What follows belongs to an exercise in optimizing a design on an open flow for small area, a short achievable clock period and few clock cycles per item; a production flow would make more cautious choices.
No run shown here included a check of the RTL's function; only the layout flow was run.
Power and IR drop assume default switching activity.

==> flow/constraint.sdc <==
create_clock -name core_clock -period 13.0 [get_ports {clk}]
set_input_delay 2.6000 -clock core_clock [delete_from_list [all_inputs] [get_ports {clk}]]
set_output_delay 2.6000 -clock core_clock [all_outputs]
set_load 0.01 [all_outputs]
==> flow/standard.sh <==
#!/bin/bash
# synth_recipe.tcl (not shown) runs the flow's synth.tcl, then flattens the netlist and writes it again
# the make line also repeats each setting of config.mk as NAME=value (left out here)
make -C /OpenROAD-flow-scripts/flow DESIGN_CONFIG=/design/flow/config.mk WORK_HOME=/design/flow/orfs CLKGATE_MAP_FILE= SYNTH_SCRIPT=/design/flow/synth_recipe.tcl "${@:-finish}"
==> flow/design.v <==
module fpadd (
    clk, reset, start,
    a, b,
    sum,
    done,
    nan
);
    input clk, reset, start;
    input [31:0] a, b;
    output [31:0] sum;
    output done;
    output nan;
    wire        sa = a[31], sb = b[31];
    wire [7:0]  ea = a[30:23], eb = b[30:23];
    wire [22:0] fa = a[22:0], fb = b[22:0];
    wire fa_z = (fa == 23'd0);
    wire fb_z = (fb == 23'd0);
    wire ea_0 = (ea == 8'd0), eb_0 = (eb == 8'd0);
    wire ea_1 = (ea == 8'hff), eb_1 = (eb == 8'hff);
    wire za = ea_0 & fa_z, zb = eb_0 & fb_z;    
    wire ia = ea_1 & fa_z, ib = eb_1 & fb_z;    
    wire na = ea_1 & ~fa_z, nb = eb_1 & ~fb_z;  
    wire is_nan = na | nb;
    wire special = za | zb | ia | ib;
    wire pick_b = za | (~zb & ~ia);
    wire [8:0] dab = {1'b0, ea} - {1'b0, eb};
    wire [7:0] dba = eb - ea;
    wire       e_lt = dab[8];
    wire       e_eq = (ea == eb);
    wire       swap = special ? pick_b : e_lt;
    wire [7:0] d = e_lt ? dba : dab[7:0];
    wire [23:0] mx = swap ? {1'b1, fb} : {1'b1, fa};
    wire [23:0] my = swap ? {1'b1, fa} : {1'b1, fb};
    wire [7:0]  ex = swap ? eb : ea;
    wire        sub = (sa ^ sb) & ~special;
    wire        sx0 = swap ? sb : sa;
    wire kill = special | (d[7:5] != 3'd0);
    wire [23:0] ys = kill ? 24'd0 : (my >> d[4:0]);
    wire [23:0] yo = ys ^ {24{sub}};
    wire [23:0] p = mx ^ yo;
    wire [23:0] g = mx & yo;
    wire pg1_g = g[1] | (p[1] & g[0]);
    wire pg1_p = p[1] & p[0];
    wire pg2_g = g[3] | (p[3] & g[2]);
    wire pg2_p = p[3] & p[2];
    wire pg3_g = g[5] | (p[5] & g[4]);
    wire pg3_p = p[5] & p[4];
    wire pg4_g = g[7] | (p[7] & g[6]);
    wire pg4_p = p[7] & p[6];
    wire pg5_g = g[9] | (p[9] & g[8]);
    wire pg5_p = p[9] & p[8];
    wire pg6_g = g[11] | (p[11] & g[10]);
    wire pg6_p = p[11] & p[10];
    wire pg7_g = g[13] | (p[13] & g[12]);
    wire pg7_p = p[13] & p[12];
    wire pg8_g = g[15] | (p[15] & g[14]);
    wire pg8_p = p[15] & p[14];
    wire pg9_g = g[17] | (p[17] & g[16]);
    wire pg9_p = p[17] & p[16];
    wire pg10_g = g[19] | (p[19] & g[18]);
    wire pg10_p = p[19] & p[18];
    wire pg11_g = g[21] | (p[21] & g[20]);
    wire pg11_p = p[21] & p[20];
    wire pg12_g = g[23] | (p[23] & g[22]);
    wire pg12_p = p[23] & p[22];
    wire pg13_g = g[2] | (p[2] & pg1_g);
    wire pg13_p = p[2] & pg1_p;
    wire pg14_g = pg2_g | (pg2_p & pg1_g);
    wire pg14_p = pg2_p & pg1_p;
    wire pg15_g = g[6] | (p[6] & pg3_g);
    wire pg15_p = p[6] & pg3_p;
    wire pg16_g = pg4_g | (pg4_p & pg3_g);
    wire pg16_p = pg4_p & pg3_p;
    wire pg17_g = g[10] | (p[10] & pg5_g);
    wire pg17_p = p[10] & pg5_p;
    wire pg18_g = pg6_g | (pg6_p & pg5_g);
    wire pg18_p = pg6_p & pg5_p;
    wire pg19_g = g[14] | (p[14] & pg7_g);
    wire pg19_p = p[14] & pg7_p;
    wire pg20_g = pg8_g | (pg8_p & pg7_g);
    wire pg20_p = pg8_p & pg7_p;
    wire pg21_g = g[18] | (p[18] & pg9_g);
    wire pg21_p = p[18] & pg9_p;
    wire pg22_g = pg10_g | (pg10_p & pg9_g);
    wire pg22_p = pg10_p & pg9_p;
    wire pg23_g = g[22] | (p[22] & pg11_g);
    wire pg23_p = p[22] & pg11_p;
    wire pg24_g = pg12_g | (pg12_p & pg11_g);
    wire pg24_p = pg12_p & pg11_p;
    wire pg25_g = g[4] | (p[4] & pg14_g);
    wire pg25_p = p[4] & pg14_p;
    wire pg26_g = pg3_g | (pg3_p & pg14_g);
    wire pg26_p = pg3_p & pg14_p;
    wire pg27_g = pg15_g | (pg15_p & pg14_g);
    wire pg27_p = pg15_p & pg14_p;
    wire pg28_g = pg16_g | (pg16_p & pg14_g);
    wire pg28_p = pg16_p & pg14_p;
    wire pg29_g = g[12] | (p[12] & pg18_g);
    wire pg29_p = p[12] & pg18_p;
    wire pg30_g = pg7_g | (pg7_p & pg18_g);
    wire pg30_p = pg7_p & pg18_p;
    wire pg31_g = pg19_g | (pg19_p & pg18_g);
    wire pg31_p = pg19_p & pg18_p;
    wire pg32_g = pg20_g | (pg20_p & pg18_g);
    wire pg32_p = pg20_p & pg18_p;
    wire pg33_g = g[20] | (p[20] & pg22_g);
    wire pg33_p = p[20] & pg22_p;
    wire pg34_g = pg11_g | (pg11_p & pg22_g);
    wire pg34_p = pg11_p & pg22_p;
    wire pg35_g = pg23_g | (pg23_p & pg22_g);
    wire pg35_p = pg23_p & pg22_p;
    wire pg36_g = pg24_g | (pg24_p & pg22_g);
    wire pg36_p = pg24_p & pg22_p;
    wire pg37_g = g[8] | (p[8] & pg28_g);
    wire pg37_p = p[8] & pg28_p;
    wire pg38_g = pg5_g | (pg5_p & pg28_g);
    wire pg38_p = pg5_p & pg28_p;
    wire pg39_g = pg17_g | (pg17_p & pg28_g);
    wire pg39_p = pg17_p & pg28_p;
    wire pg40_g = pg18_g | (pg18_p & pg28_g);
    wire pg40_p = pg18_p & pg28_p;
    wire pg41_g = pg29_g | (pg29_p & pg28_g);
    wire pg41_p = pg29_p & pg28_p;
    wire pg42_g = pg30_g | (pg30_p & pg28_g);
    wire pg42_p = pg30_p & pg28_p;
    wire pg43_g = pg31_g | (pg31_p & pg28_g);
    wire pg43_p = pg31_p & pg28_p;
    wire pg44_g = pg32_g | (pg32_p & pg28_g);
    wire pg44_p = pg32_p & pg28_p;
    wire pg45_g = g[16] | (p[16] & pg44_g);
    wire pg45_p = p[16] & pg44_p;
    wire pg46_g = pg9_g | (pg9_p & pg44_g);
    wire pg46_p = pg9_p & pg44_p;
    wire pg47_g = pg21_g | (pg21_p & pg44_g);
    wire pg47_p = pg21_p & pg44_p;
    wire pg48_g = pg22_g | (pg22_p & pg44_g);
    wire pg48_p = pg22_p & pg44_p;
    wire pg49_g = pg33_g | (pg33_p & pg44_g);
    wire pg49_p = pg33_p & pg44_p;
    wire pg50_g = pg34_g | (pg34_p & pg44_g);
    wire pg50_p = pg34_p & pg44_p;
    wire pg51_g = pg35_g | (pg35_p & pg44_g);
    wire pg51_p = pg35_p & pg44_p;
    wire pg52_g = pg36_g | (pg36_p & pg44_g);
    wire pg52_p = pg36_p & pg44_p;
    wire [23:0] gg, gp;
    assign gg[0] = g[0];
    assign gp[0] = p[0];
    assign gg[1] = pg1_g;
    assign gp[1] = pg1_p;
    assign gg[2] = pg13_g;
    assign gp[2] = pg13_p;
    assign gg[3] = pg14_g;
    assign gp[3] = pg14_p;
    assign gg[4] = pg25_g;
    assign gp[4] = pg25_p;
    assign gg[5] = pg26_g;
    assign gp[5] = pg26_p;
    assign gg[6] = pg27_g;
    assign gp[6] = pg27_p;
    assign gg[7] = pg28_g;
    assign gp[7] = pg28_p;
    assign gg[8] = pg37_g;
    assign gp[8] = pg37_p;
    assign gg[9] = pg38_g;
    assign gp[9] = pg38_p;
    assign gg[10] = pg39_g;
    assign gp[10] = pg39_p;
    assign gg[11] = pg40_g;
    assign gp[11] = pg40_p;
    assign gg[12] = pg41_g;
    assign gp[12] = pg41_p;
    assign gg[13] = pg42_g;
    assign gp[13] = pg42_p;
    assign gg[14] = pg43_g;
    assign gp[14] = pg43_p;
    assign gg[15] = pg44_g;
    assign gp[15] = pg44_p;
    assign gg[16] = pg45_g;
    assign gp[16] = pg45_p;
    assign gg[17] = pg46_g;
    assign gp[17] = pg46_p;
    assign gg[18] = pg47_g;
    assign gp[18] = pg47_p;
    assign gg[19] = pg48_g;
    assign gp[19] = pg48_p;
    assign gg[20] = pg49_g;
    assign gp[20] = pg49_p;
    assign gg[21] = pg50_g;
    assign gp[21] = pg50_p;
    assign gg[22] = pg51_g;
    assign gp[22] = pg51_p;
    assign gg[23] = pg52_g;
    assign gp[23] = pg52_p;
    wire        co = gg[23];
    wire        eac = sub & co;
    wire        inv = sub & ~co;
    wire [23:0] cc = {gg[22:0] | (gp[22:0] & {23{eac}}), eac};
    wire [24:0] r = {co & ~sub, (p ^ cc) ^ {24{inv}}};
    wire        sx = sx0 ^ inv;
    reg [24:0] r_q;
    reg [7:0]  e_q;      
    reg        s_q;
    reg        nan_q;
    reg        done_q;
    always @(posedge clk) begin
        if (start) begin
            r_q   <= r;
            e_q   <= ex + 8'd1;
            s_q   <= sx;
            nan_q <= is_nan;
        end
        if (reset)
            done_q <= 1'b0;
        else if (start)
            done_q <= 1'b1;
    end
    wire        k4 = (r_q[24:9] == 16'd0) | nan_q;
    wire [24:0] n4 = k4 ? {r_q[8:0], 16'd0} : r_q;
    wire        k3 = (n4[24:17] == 8'd0) | nan_q;
    wire [24:0] n3 = k3 ? {n4[16:0], 8'd0} : n4;
    wire        k2 = (n3[24:21] == 4'd0);
    wire [24:0] n2 = k2 ? {n3[20:0], 4'd0} : n3;
    wire        k1 = (n2[24:23] == 2'd0);
    wire [24:0] n1 = k1 ? {n2[22:0], 2'd0} : n2;
    wire        k0 = ~n1[24];
    wire [24:0] rn = k0 ? {n1[23:0], 1'b0} : n1;
    wire        zero = ~rn[24] | nan_q;
    wire [7:0]  en = e_q - {3'd0, k4, k3, k2, k1, k0};
    assign sum  = {{9{~zero}} & {s_q, en}, rn[23:1]};
    assign nan  = nan_q;
    assign done = done_q;
endmodule
==> flow/flow/run.sh <==
#!/bin/bash
# Standard layout with extra ORFS settings: BUFFER_PORTS_ARGS="-buffer_cell sky130_fd_sc_hd__buf_1"
set -euo pipefail
bash standard.sh BUFFER_PORTS_ARGS="-buffer_cell sky130_fd_sc_hd__buf_1" finish > standard_flow.log 2>&1
==> flow/config.mk <==
export PLATFORM = sky130hd
export DESIGN_NAME = fpadd
export DESIGN_NICKNAME = fpadd
export VERILOG_FILES = /design/flow/design.v
export SDC_FILE = /design/flow/constraint.sdc
export NUM_CORES = 4
export LEC_CHECK = 0
export ABC_AREA = 1
export CAP_MARGIN = 20
export CORE_MARGIN = 2
export CORE_UTILIZATION = 60
export SETUP_SLACK_MARGIN = 5
export SLEW_MARGIN = 20
==> out/results.txt, run 1 <==
Mapped Cells -> 1415
Setup TNS -> 0 ps
CTS buffer count -> 5
Full die area -> 0.0140 mm^2
Nets@finish -> 1614
# hold bufs at CTS -> 0
Vias per cell -> 5.66
Ys flop type -> edfxtp_1
Bufs on Longest Clock Path -> 2
Top Ports -> 101
Largest net degree at the start of global routing -> 37
Remaining DRCs -> 0
Layout cells sized above 1 -> 0.0819
Chip width -> 118 um
Router iterations before antenna repair -> 6
Synth area leaders -> nand2_1, nand3_1, edfxtp_1
Filler Cells Inserted -> 1265
Vias -> 9476
Synthesized Nets -> 1529
Clock Skew -> 0 ps
Sequential fraction of the synthesis area -> 0.137
Cell taking the most area after synthesis -> nand2_1
Tmin final -> 7630 ps
Crit Path Category -> input port to register
GRT busiest layer -> met2
Placed cell areas -> 0.00817 mm^2
Clock Sinks -> 36
CTS root buf -> clkbuf_16
Grt met1 use -> 0.434
P&R area growth vs syn -> 12.1%
Asr flop ratio synth -> 0
Vias in the first global route -> 8558
Post-route insts no fill -> 1673
Placed cells -> 1635
# diodes -> 0
# Max-Cap Violations -> 0
Cell Rows -> 41
H-tree Lvls -> 2
CORE AREA -> 0.0127 mm^2
Startpoint Class -> input port
Clock transition at path regs -> 60 ps
Die Height -> 118 um
Number of enable flip-flop cells after synthesis -> 35
Final Hold Fails -> 0
Slew HR -> 0.395
Final setup viols -> 0
Global-route wire length before repair -> 39600 um
CP max FO -> 28
WP data arrival -> 7680 ps
Total Routing Usage GR -> 0.339
Clock Latency Late Sink -> 280 ps
RSZ-0062 raised after global routing -> no
Antenna violations before repair -> 0
Setup crit end kind -> register
Max VDD drop -> 0.0711 mV
Share of the synthesized area in the top cell type -> 0.253
Grt met2 use -> 0.579
Worst slew pin tran -> 907 ps
Most used cell, CP -> nand2_1
Fmax -> 131 MHz
CP required -> 13040 ps
Wire per inst -> 14.7 um
DP HPWL -> 18700 um
Gp weighted congestion -> 1.00
I/O Buffers -> 100
Slowest CP cell -> fa_2
Yosys reg bits -> 36
Pwr Density -> 131 mW/mm^2
Mapped Area -> 0.00785 mm^2
CTS tree -> yes
Max stage delay on crit path -> 370 ps
Aggregate global routing overflow -> 0
Synth Area per Inst -> 5.55 um^2
Met3 usage -> 0.0449
Final period util -> 0.587
Total of warnings raised by yosys -> 1
Total Wirelength -> 24600 um
Initial Util -> 0.619
Lkg Pwr -> 4.48 nW
Yosys cell types -> 49
DRT iter0 DRCs -> 1164
Power Total -> 1.15 mW
Worst hold path type -> register to register
Final Slew Violations -> 0
Design area -> 0.00879 mm^2
Routed Antenna Nets -> 0
Status -> timing/DRC/antenna clean
per-stage QoR:
step | hold slack (ps) | utilization | worst slack (ps)
6_report | 477 | 0.694 | 5370
5_1_grt | 525 | 0.694 | 4950
3_5_place_dp | 468 | 0.645 | 3100
4_1_cts | 482 | 0.675 | 5010
2_1_floorplan | 503 | - | 5520
3_3_place_gp | 460 | 0.645 | 3350
kinds of logic (layout without fill, tap and decap cells):
kind of cell / after synthesis / after routing / synth area share
AND/OR/NAND/NOR: 939 / 942 / 0.522
buffers and inverters: 209 / 291 / 0.112
AO/OA/AOI/OAI: 135 / 136 / 0.0970
adder cells (fa/ha/maj): 47 / 47 / 0.0778
XOR/XNOR: 46 / 46 / 0.0513
flip-flops: 36 / 36 / 0.137
multiplexers: 3 / 3 / 0.00415
placed cells by master (no fill, tap or decap), types with 3 or more instances in the layout:
cell	instances
ha_1	41
xor2_1	41
o21a_1	3
nand3_1	218
nand4_1	25
o21ai_4	3
a31oi_1	4
nand2_4	6
clkbuf_16	5
inv_1	132
edfxtp_1	35
nand2_2	14
nand3_2	8
o21bai_1	5
nor2_1	103
o21ai_1	24
xnor2_1	5
buf_1	97
nor2_4	6
nor2_2	6
a21oi_1	35
clkbuf_2	3
nand3b_1	18
nor3_1	4
clkinvlp_4	8
o21ai_2	4
nand2_1	524
inv_2	13
o21ai_0	45
buf_4	23
worst paths after layout:
check | startpoint | endpoint | slack [ps] | depth (start not counted)
setup / recovery | a[23] | r_q[13]$_DFFE_PP_ | 5370 | 36
hold / removal | done_q$_SDFFE_PP0P_ | done_q$_SDFFE_PP0P_ | 480 | 2
setup reg to reg | done_q$_SDFFE_PP0P_ | done_q$_SDFFE_PP0P_ | 12440 | 2
hold reg to reg | done_q$_SDFFE_PP0P_ | done_q$_SDFFE_PP0P_ | 480 | 2
area by class of cell:
cell class	instances	area, um^2	share of cell area
sequential	36	1070	0.122
tap	172	215	0.0245
inverter	152	591	0.0672
multi-input combinational	1174	6090	0.693
clock buffer	5	125	0.0142
timing repair inverter	3	22.5	0.00256
clock inverter	3	17.5	0.00199
timing repair buffer	128	662	0.0753
where the power goes:
group          leakage [nW]  switching (mW)  internal [mW]  total (mW)
logic                  4.06           0.557          0.285       0.842
clock network        0.0716          0.0474         0.0706       0.118
registers             0.351          0.0159          0.173       0.189
registers in the layout, summed over array words and instances (netlist names):
name and cells:
e_q 8, done_q 1, r_q 25, nan_q 1, s_q 1
worst max-delay path, delay by kind of cell:
kind / cells / cell delay (ps)
adder cells (fa/ha/maj): 3 / 970
AO/OA/AOI/OAI: 6 / 850
AND/OR/NAND/NOR: 19 / 2210
buffers and inverters: 8 / 1010
synth_stat cells, types with 7 or more instances:
master    instances
buf_1             8
nand2_2          14
buf_2            13
edfxtp_1         35
nor2_1          104
inv_1           134
nand2_1         529
o21ai_1          24
nand3b_1         18
nand4_1          25
xor2_1           41
a21oi_1          37
buf_6             7
inv_2            13
o21ai_0          47
nand3_1         221
clkbuf_1         23
ha_1             44
per-layer routing:
metal / wire length (um) / vias up
met2: 11300 / 439
met1: 10500 / 4195
met3: 1800 / 80
met5: 0 / -
met4: 921 / 0
li1: - / 4762
repair_timing:
item,CTS,global route
cloned,5,3
resized for setup,21,31
buffers inserted,9,13
pin swaps,5,8
setup endpoints to repair,25,30
==> run 2, diff against run 1 <==
--- a/flow/design.v
+++ b/flow/design.v
@@ -27,8 +27,8 @@
     wire [7:0] dba = eb - ea;
     wire       e_lt = dab[8];
     wire       e_eq = (ea == eb);
-    wire       swap = special ? pick_b : e_lt;
     wire [7:0] d = e_lt ? dba : dab[7:0];
+    wire        swap = special ? pick_b : e_lt;
     wire [23:0] mx = swap ? {1'b1, fb} : {1'b1, fa};
     wire [23:0] my = swap ? {1'b1, fa} : {1'b1, fb};
     wire [7:0]  ex = swap ? eb : ea;
@@ -143,59 +143,10 @@
     wire pg51_p = pg35_p & pg44_p;
     wire pg52_g = pg36_g | (pg36_p & pg44_g);
     wire pg52_p = pg36_p & pg44_p;
-    wire [23:0] gg, gp;
-    assign gg[0] = g[0];
-    assign gp[0] = p[0];
-    assign gg[1] = pg1_g;
-    assign gp[1] = pg1_p;
-    assign gg[2] = pg13_g;
-    assign gp[2] = pg13_p;
-    assign gg[3] = pg14_g;
-    assign gp[3] = pg14_p;
-    assign gg[4] = pg25_g;
-    assign gp[4] = pg25_p;
-    assign gg[5] = pg26_g;
-    assign gp[5] = pg26_p;
-    assign gg[6] = pg27_g;
-    assign gp[6] = pg27_p;
-    assign gg[7] = pg28_g;
-    assign gp[7] = pg28_p;
-    assign gg[8] = pg37_g;
-    assign gp[8] = pg37_p;
-    assign gg[9] = pg38_g;
-    assign gp[9] = pg38_p;
-    assign gg[10] = pg39_g;
-    assign gp[10] = pg39_p;
-    assign gg[11] = pg40_g;
-    assign gp[11] = pg40_p;
-    assign gg[12] = pg41_g;
-    assign gp[12] = pg41_p;
-    assign gg[13] = pg42_g;
-    assign gp[13] = pg42_p;
-    assign gg[14] = pg43_g;
-    assign gp[14] = pg43_p;
-    assign gg[15] = pg44_g;
-    assign gp[15] = pg44_p;
-    assign gg[16] = pg45_g;
-    assign gp[16] = pg45_p;
-    assign gg[17] = pg46_g;
-    assign gp[17] = pg46_p;
-    assign gg[18] = pg47_g;
-    assign gp[18] = pg47_p;
-    assign gg[19] = pg48_g;
-    assign gp[19] = pg48_p;
-    assign gg[20] = pg49_g;
-    assign gp[20] = pg49_p;
-    assign gg[21] = pg50_g;
-    assign gp[21] = pg50_p;
-    assign gg[22] = pg51_g;
-    assign gp[22] = pg51_p;
-    assign gg[23] = pg52_g;
-    assign gp[23] = pg52_p;
-    wire        co = gg[23];
+    wire        co = pg52_g;
     wire        eac = sub & co;
     wire        inv = sub & ~co;
-    wire [23:0] cc = {gg[22:0] | (gp[22:0] & {23{eac}}), eac};
+    wire [23:0] cc = {pg51_g | (pg51_p & eac), pg50_g | (pg50_p & eac), pg49_g | (pg49_p & eac), pg48_g | (pg48_p & eac), pg47_g | (pg47_p & eac), pg46_g | (pg46_p & eac), pg45_g | (pg45_p & eac), pg44_g | (pg44_p & eac), pg43_g | (pg43_p & eac), pg42_g | (pg42_p & eac), pg41_g | (pg41_p & eac), pg40_g | (pg40_p & eac), pg39_g | (pg39_p & eac), pg38_g | (pg38_p & eac), pg37_g | (pg37_p & eac), pg28_g | (pg28_p & eac), pg27_g | (pg27_p & eac), pg26_g | (pg26_p & eac), pg25_g | (pg25_p & eac), pg14_g | (pg14_p & eac), pg13_g | (pg13_p & eac), pg1_g | (pg1_p & eac), g[0] | (p[0] & eac), eac};
     wire [24:0] r = {co & ~sub, (p ^ cc) ^ {24{inv}}};
     wire        sx = sx0 ^ inv;
     reg [24:0] r_q;
@@ -215,18 +166,17 @@
         else if (start)
             done_q <= 1'b1;
     end
-    wire        k4 = (r_q[24:9] == 16'd0) | nan_q;
-    wire [24:0] n4 = k4 ? {r_q[8:0], 16'd0} : r_q;
-    wire        k3 = (n4[24:17] == 8'd0) | nan_q;
-    wire [24:0] n3 = k3 ? {n4[16:0], 8'd0} : n4;
-    wire        k2 = (n3[24:21] == 4'd0);
-    wire [24:0] n2 = k2 ? {n3[20:0], 4'd0} : n3;
-    wire        k1 = (n2[24:23] == 2'd0);
-    wire [24:0] n1 = k1 ? {n2[22:0], 2'd0} : n2;
-    wire        k0 = ~n1[24];
-    wire [24:0] rn = k0 ? {n1[23:0], 1'b0} : n1;
+    reg [4:0] lz;
+    integer i;
+    always @(*) begin
+        lz = 5'd25;
+        for (i = 0; i < 25; i = i + 1)
+            if (r_q[i]) lz = 5'd24 - i;
+    end
+    wire [4:0]  k = nan_q ? 5'd24 : lz;
+    wire [24:0] rn = r_q << k;
     wire        zero = ~rn[24] | nan_q;
-    wire [7:0]  en = e_q - {3'd0, k4, k3, k2, k1, k0};
+    wire [7:0]  en = e_q - {3'd0, k};
     assign sum  = {{9{~zero}} & {s_q, en}, rn[23:1]};
     assign nan  = nan_q;
     assign done = done_q;
==> out/results.txt, run 2 <==
Synthesized Nets -> 1324 (-13%)
Filler Cells Inserted -> 940 (-26%)
Synth Area per Inst -> 5.85 um^2 (+5.6%)
Worst reg2reg path startpoint -> done_q$_SDFFE_PP0P_
Synth Area in Simple Gates -> 0.360 (-0.162)
CTS root buf -> clkbuf_16
Layout cells sized above 1 -> 0.137 (+0.0551)
Die Height -> 113 um (-4.8%)
Most used cell, CP -> nand2_1
Mapped Cells -> 1210 (-14%)
Largest net degree at the start of global routing -> 44 (+19%)
Biggest register -> r_q
Nets@finish -> 1441 (-11%)
Crit Path Category -> input port to register
CTS buffer count -> 5 (unchanged)
Total of warnings raised by yosys -> 1 (unchanged)
Sequential fraction of the synthesis area -> 0.151 (+0.0147)
Top Registers -> r_q (25), e_q (8)
Power Total -> 1.22 mW (+6.6%)
Largest register FFs -> 25 (unchanged)
Router iterations before antenna repair -> 6 (unchanged)
P&R area growth vs syn -> 22.7%
Total Wirelength -> 24100 um (-1.8%)
H-tree Lvls -> 2 (unchanged)
Fmax -> 127 MHz (-3.3%)
Cell Rows -> 39 (-4.9%)
Slowest CP cell -> ha_2
Final Hold Fails -> 0 (unchanged)
Remaining DRCs -> 0 (unchanged)
Aggregate global routing overflow -> 0 (unchanged)
Routed Antenna Nets -> 0 (unchanged)
Max VDD drop -> 0.108 mV (+52%)
Full die area -> 0.0127 mm^2 (-9.4%)
Layout Utilization -> 0.758 (+0.0638)
Max stage delay on crit path -> 350 ps (-20 ps)
Global-route wire length before repair -> 35600 um (-10%)
Mapped Area -> 0.00708 mm^2 (-9.7%)
CP required -> 13020 ps (-20 ps)
DP HPWL -> 17500 um (-6.7%)
Tmin final -> 7890 ps (+258 ps)
XOR/XNOR Fraction of Synth Area -> 0.106 (+0.0543)
Final setup viols -> 0 (unchanged)
Pwr Density -> 141 mW/mm^2 (+7.9%)
Crit path from -> a[28]
# Max-Cap Violations -> 0 (unchanged)
# diodes -> 0 (unchanged)
Largest family of logic cells by synthesized area -> simple AND/OR/NAND/NOR gates
Worst slew pin tran -> 871 ps (-36.8 ps)
Vias -> 8777 (-7.4%)
Clock Skew -> 0 ps (unchanged)
I/O Buffers -> 100 (unchanged)
Setup crit end kind -> register
Gp weighted congestion -> 0.989 (-1.4%)
Setup slack, reg-to-reg -> 12440 ps (about the same)
Yosys cell types -> 47 (-4.1%)
Placed cells -> 1408 (-14%)
Synth Area in Compound Gates -> 0.186 (+0.0894)
Slew HR -> 0.420 (+0.0245)
Commonest non-fill, non-tap cells in the layout -> nand2_1, inv_1, nand3_1, buf_1, o21ai_0
Pre-CTS setup slack -> 3080 ps (-25.2 ps)
Synth area leaders -> nand2_1, edfxtp_1, o21ai_0
Setup TNS -> 0 ps (unchanged)
Yosys reg bits -> 36 (unchanged)
Design area -> 0.00869 mm^2 (-1.2%)
Status -> timing/DRC/antenna clean
CORE AREA -> 0.0115 mm^2 (-9.5%)
Worst hold slack -> 468 ps (-9.20 ps)
Most common cell after layout, fill and taps aside -> nand2_1
Cell with the most instances after synthesis -> nand2_1
WP data arrival -> 7910 ps (+230 ps)
Final period util -> 0.607 (+0.0199)
Bufs on Longest Clock Path -> 2 (unchanged)
Antenna violations before repair -> 0 (unchanged)
CTS tree -> yes
CP max FO -> 7 (-75%)
Vias in the first global route -> 7480 (-13%)
Setup slack after layout -> 5110 ps (-258 ps)
Number of enable flip-flop cells after synthesis -> 35 (unchanged)
Lkg Pwr -> 3.97 nW (-11%)
Asr flop ratio synth -> 0 (unchanged)
Ys flop type -> edfxtp_1
Reg-to-reg endpoint -> done_q$_SDFFE_PP0P_
Total Routing Usage GR -> 0.344 (+0.00484)
Most common library cells after synthesis -> nand2_1, inv_1, o21ai_0
Clock Latency Late Sink -> 280 ps (about the same)
RSZ-0062 raised after global routing -> no
R2R cell count -> 2 (unchanged)
Synth Area in Adders -> 0.0862 (+0.00839)
DRT iter0 DRCs -> 880 (-24%)
Vias per cell -> 5.97 (+5.3%)
Post-synthesis mux area share -> 0.00442 (+0.000270)
Share of the synthesized area in the top cell type -> 0.180 (-0.0729)
Final Slew Violations -> 0 (unchanged)
Clock Sinks -> 36 (unchanged)
Post-route insts no fill -> 1471 (-12%)
Top Ports -> 101 (unchanged)
Cell taking the most area after synthesis -> nand2_1
Chip width -> 113 um (-4.8%)
Initial Util -> 0.618 (-0.00156)
# hold bufs at CTS -> 0 (unchanged)
Startpoint Class -> input port
Worst hold path type -> register to register
Placed cell areas -> 0.00752 mm^2 (-8.0%)
Clock transition at path regs -> 60 ps (about the same)
Wire per inst -> 16.4 um (+12%)
Crit path to -> r_q[5]$_DFFE_PP_
[run 2: repair_timing]
action / CTS / global route
hold endpoints to repair: 0 / 0
resized for setup: 49 / 117
gates cloned: 3 / 8
pin swaps: 9 / 33
buffers inserted: 15 / 29
setup endpoints to repair: 25 / 25
[run 2: logic make-up after synthesis]
logic type                 Yosys count
buffers and inverters              196
adders and majority gates           47
muxes                                3
DFF                                 36
xor gates and xnor gates            83
and+or+nand+nor                    604
AOI/OAI and AO/OA                  241
[run 2: cell type report]
type | count | area [um^2] | area share
sequential | 36 | 1070 | 0.123
tap | 143 | 179 | 0.0206
multi-input combinational | 983 | 5740 | 0.660
timing repair buffer | 160 | 1000 | 0.115
clock buffer | 5 | 125 | 0.0144
inverter | 141 | 534 | 0.0615
clock inverter | 3 | 42.5 | 0.00490
[run 2: worst min-delay path by stage]
stage                        start             endpoint  cells after the start
2_1_floorplan  done_q$_SDFFE_PP0P_  done_q$_SDFFE_PP0P_                      2
3_3_place_gp   done_q$_SDFFE_PP0P_  done_q$_SDFFE_PP0P_                      2
3_5_place_dp   done_q$_SDFFE_PP0P_  done_q$_SDFFE_PP0P_                      2
4_1_cts        done_q$_SDFFE_PP0P_  done_q$_SDFFE_PP0P_                      2
5_1_grt        done_q$_SDFFE_PP0P_  done_q$_SDFFE_PP0P_                      2
6_report       done_q$_SDFFE_PP0P_  done_q$_SDFFE_PP0P_                      2
[run 2: worst max-delay path: cells and delay by family]
| family | cells | cell delay (ps) |
|---|---|---|
| and+or+nand+nor | 21 | 2420 |
| AOI/OAI and AO/OA | 10 | 1320 |
| adders and majority gates | 2 | 680 |
| buffers and inverters | 5 | 620 |
| xor gates and xnor gates | 2 | 240 |
[run 2: routing by layer]
layer	routed length, um	share of wire	up-vias	track usage
met4	1630	0.067	0	0.214
met5	0	0	-	0
met3	1910	0.079	110	0.0254
met1	9540	0.40	3890	0.441
li1	-	-	4242	-
met2	11100	0.46	535	0.564
[run 2: power by group]
part	leakage, nW	total (mW)	internal (mW)	switching [mW]
sequential	0.351	0.211	0.180	0.0308
clock	0.0798	0.137	0.0900	0.0468
combinational	3.54	0.877	0.330	0.547
total	3.97	1.22	0.600	0.624

-- afterwards: timing with drivers on the ports --
How much do the figures lean on ideal ports? The routed layouts below were timed once more, with nothing changed but the port constraints. Step 1 assumes that a clkbuf_16 drives the clock port and a buf_2 every other input. Step 2 also shifts input and output timing later by t, the mid clock arrival at the registers, as if the neighbouring blocks saw the same clock. Slacks: ideal / step 1 / step 2; pairs: ideal / step 1.
run | shift t [ns] | slack for setup (ns) | hold slack, ns | worst setup path at the end | cell pins on the clock port's net
run 1 | 0.317 | 5.368 / 5.380 / 5.063 | 0.477 / 0.477 / 0.477 | input to register | 1
run 2 | 0.316 | 5.110 / 5.123 / 4.807 | 0.468 / 0.468 / 0.468 | input to register | 1
After both steps setup and hold are still met in every run listed. For run 1, which loses most, drivers alone change the setup slack by +0.012 ns; drivers and shift together by -0.305 ns.
